Source: an optimization exercise on an open RTL-to-GDS flow (aim: a short achievable clock period). Production flows keep margins and buffers that such runs may drop. Function was checked by simulation only, so behaviour that the tests miss may differ from the original. Power and IR drop assume default switching activity.

== build 81 ==
==> flow/design.v (excerpt) <==
module pqr5_core_top #(
   parameter PC_INIT         = 32'h0000_0000,           
   parameter IS_RF_ON_BRAM   = 0,     
   parameter EN_BPREDICT_DYN = 1,   
   parameter BHT_IDW         = 8,           
   parameter BHT_TYPE        = "flops",          
   parameter BHT_BIAS        = 2'b10,          
   parameter GHRW            = (8+2),              
   parameter EN_RAS          = 1,            
   parameter RAS_DPT         = 8            
)
(   
   input  logic             clk                 ,   
   input  logic             aresetn             ,   
   input  logic             i_ext_stall         ,   
   output logic [32-1:0] o_imem_pc           ,   
   output logic             o_imem_pc_valid     ,   
   input  logic             i_imem_stall        ,   
   input  logic [32-1:0] i_imem_pc           ,   
   input  logic [32-1:0] i_imem_pkt          ,   
   input  logic             i_imem_pkt_valid    ,   
   output logic             o_imem_stall        ,   
   output logic             o_imem_flush        ,   
   output logic             o_dmem_wen          ,   
   output logic [32-1:0] o_dmem_addr         ,   
   output logic [1:0]       o_dmem_size         ,   
   output logic [32-1:0] o_dmem_wdata        ,   
   output logic             o_dmem_req          ,   
   input  logic             i_dmem_stall        ,   
   output logic             o_dmem_flush        ,   
   input  logic [32-1:0] i_dmem_rdata        ,   
   input  logic             i_dmem_ack          ,   
   output logic             o_dmem_stall            
);
localparam BPCW  = BHT_IDW+2 ;         
localparam RPTW  = $clog2(RAS_DPT) ;   
logic [32-1:0] fu_du_pc          ;   
logic [32-1:0] fu_du_instr       ;   
logic             fu_du_br_taken    ;   
logic             fu_du_bubble      ;   
logic             du_fu_stall       ;   
  ...
Size in the first run: roughly 2700 flip-flops.
clock: 10.0 ns
lec_check: 0
abc_clock_period_in_ps: 4000
cap_margin: 35
core_margin: 2
core_utilization: 30
place_density: 0.5
setup_slack_margin: 5
slew_margin: 35
tns_end_percent: 100
standard.sh (not shown) runs the stock make flow with config.mk's settings and CLKGATE_MAP_FILE= SYNTH_SCRIPT=/design/flow/synth_recipe.tcl, a recipe that flattens the netlist after the stock synthesis.
==> flow/flow/run.sh <==
#!/bin/bash
set -euo pipefail
MARGIN=${SETUP_MARGIN_OVERRIDE:-6}
sed -E "s/\"\\$\\{@:-finish\\}\"/SETUP_SLACK_MARGIN=${MARGIN} \"\${@:-finish}\"/" standard.sh > standard_margin.sh
grep -q "SETUP_SLACK_MARGIN=${MARGIN} " standard_margin.sh
bash standard_margin.sh synth > synth.log 2>&1
bash standard_margin.sh floorplan > floorplan.log 2>&1
bash standard_margin.sh place > place.log 2>&1
bash standard_margin.sh cts > cts.log 2>&1
bash standard_margin.sh route > route.log 2>&1
bash standard_margin.sh finish > finish.log 2>&1
test -f out/final.def
Per the final summary, build 81 finished and its layout is clean on timing, DRC and antenna.
Input changes introduced in build 20 (baseline for comparison: build 81):
Settings: changing CORE_UTILIZATION from 30 to 25; changing PLACE_DENSITY from 0.5 to 0.45.
## What came out
Taking build 81 as the reference, in build 20 post-layout minimum cycle time -0.014 ns, relative contribution of combinational cells to total power +0.4 points, leakage power figure +about 0.8%, register-to-register slack +0.02 ns.
[compare] base=build 81 new=build 20: clock insertion delay at the later pin of the skew report went down; sequential share of layout area went down; delay of the slowest critical-path stage went down; final worst hold slack went up.
Against build 81 as the reference, build 20 delivers a lower fraction of met2 tracks used by global routing.
Compared with build 81, build 20 shows power that has gone up slightly.
On build 20: worst-margin pin slew is 0.015 ns lower than what build 81 gave.
Input changes introduced in build 96 (baseline for comparison: build 20):
Settings: PLACE_DENSITY: 0.45 -> 0.76; CORE_UTILIZATION: 25 -> 60.
## What came out
Reported for build 20 and build 96, gate count after technology mapping turned out identical to the last digit.
Build 96 vs. build 20: clock tree cell share of total cell area shrank by 0.53 points, count of buffers added by post-CTS timing repair for setup grew by about 18%, share of cell area taken by multi-input logic gates grew by 1.5 points.
Delta (build 96 minus build 20): final period utilization went up by 1.2 points; worst path setup slack after routing went down by 0.12 ns.
Build 96 vs. build 20: routed length on met2 went down by 11%.
Going from build 20 to build 96, global routing met2 resource utilization grows by 37 points.
Critical path depth for build 96: 13 up relative to build 20
Changes observed in build 96 relative to build 20: maximum clock frequency lower, critical path required time higher.
#### Input delta (build 42 over build 96)
Settings: PLACE_DENSITY: 0.76 -> 0.6; CORE_UTILIZATION: 60 -> 40.
==> run summary <==
- Compared with build 96, in build 42 layout-stage area growth over the synthesis result dropped 1.8 points; required time at the worst-slack endpoint up 0.05 ns; share of total power in combinational logic lost 2.2 points; clock group share of total power now sits higher.
- Wire length on met2, build 42 and build 96, higher one = build 96.
- In build 42, number of buffers created by CTS is higher than in build 96.
- In the flow results for build 42 and build 96, the post-route clock period utilization is larger on build 96.
> inputs changed (build 42 -> build 40)
Settings: swapping 0.6 for 0.72 in PLACE_DENSITY; swapping 40 for 55 in CORE_UTILIZATION.
Findings:
For the number of cells on the worst reg-to-reg path, build 40 came in 1 higher than build 42 did.
Build 42 → build 40: area of all placed cells without fillers down 0.32%; fmax up 0.71%.
The run showing the greater post-cts gate resize count is build 40.
Build 42 and build 40 ended up with roughly the same final net count.
In the floorplan summary, build 40 is listed with a die area less than that of build 42.
Build 42 -> build 40: proportion of register bits with asynchronous set or reset after synthesis delta 0, exact match
Build 40 did not stop at any stage, and its layout met the timing, DRC and antenna checks.
Hold slack in build 40 is 0.0086 ns higher than in build 42
Build 40 vs build 42, data required time at the worst endpoint went down by 0.06 ns.

==> separate check: timing with driven ports <==
No port has a modelled driver above. Below, the same layouts with a new extraction and two added sets of constraints. Step 1, drivers: a clkbuf_16 drives clk and a buf_2 each remaining input, both assumed. Step 2 also shifts input and output timing later by t, the mid clock arrival at the registers, as if the neighbouring blocks saw the same clock. Three values: no drivers, after step 1, after step 2; two values: the first two.
run | shift t [ns] | slack for setup (ns) | hold WS [ns] | clock arrival spread, ns | cell pins on the clock port's net
build 81 | 1.104 | 5.215 / 5.076 / 3.972 | 0.391 / 0.391 / 0.391 | 0.127 / 0.127 | 1
build 20 | 1.107 | 5.229 / 5.044 / 4.064 | 0.425 / 0.425 / 0.425 | 0.131 / 0.131 | 1
build 96 | 1.043 | 5.106 / 5.168 / 4.125 | 0.435 / 0.435 / 0.435 | 0.110 / 0.110 | 1
build 42 | 1.060 | 5.136 / 5.109 / 4.048 | 0.451 / 0.451 / 0.451 | 0.082 / 0.083 | 1
build 40 | 1.045 | 5.171 / 5.174 / 4.129 | 0.460 / 0.460 / 0.460 | 0.109 / 0.110 | 1
After both steps setup and hold are still met in every run listed. For build 81, which loses most, drivers alone change the setup slack by -0.139 ns; drivers and shift together by -1.243 ns.
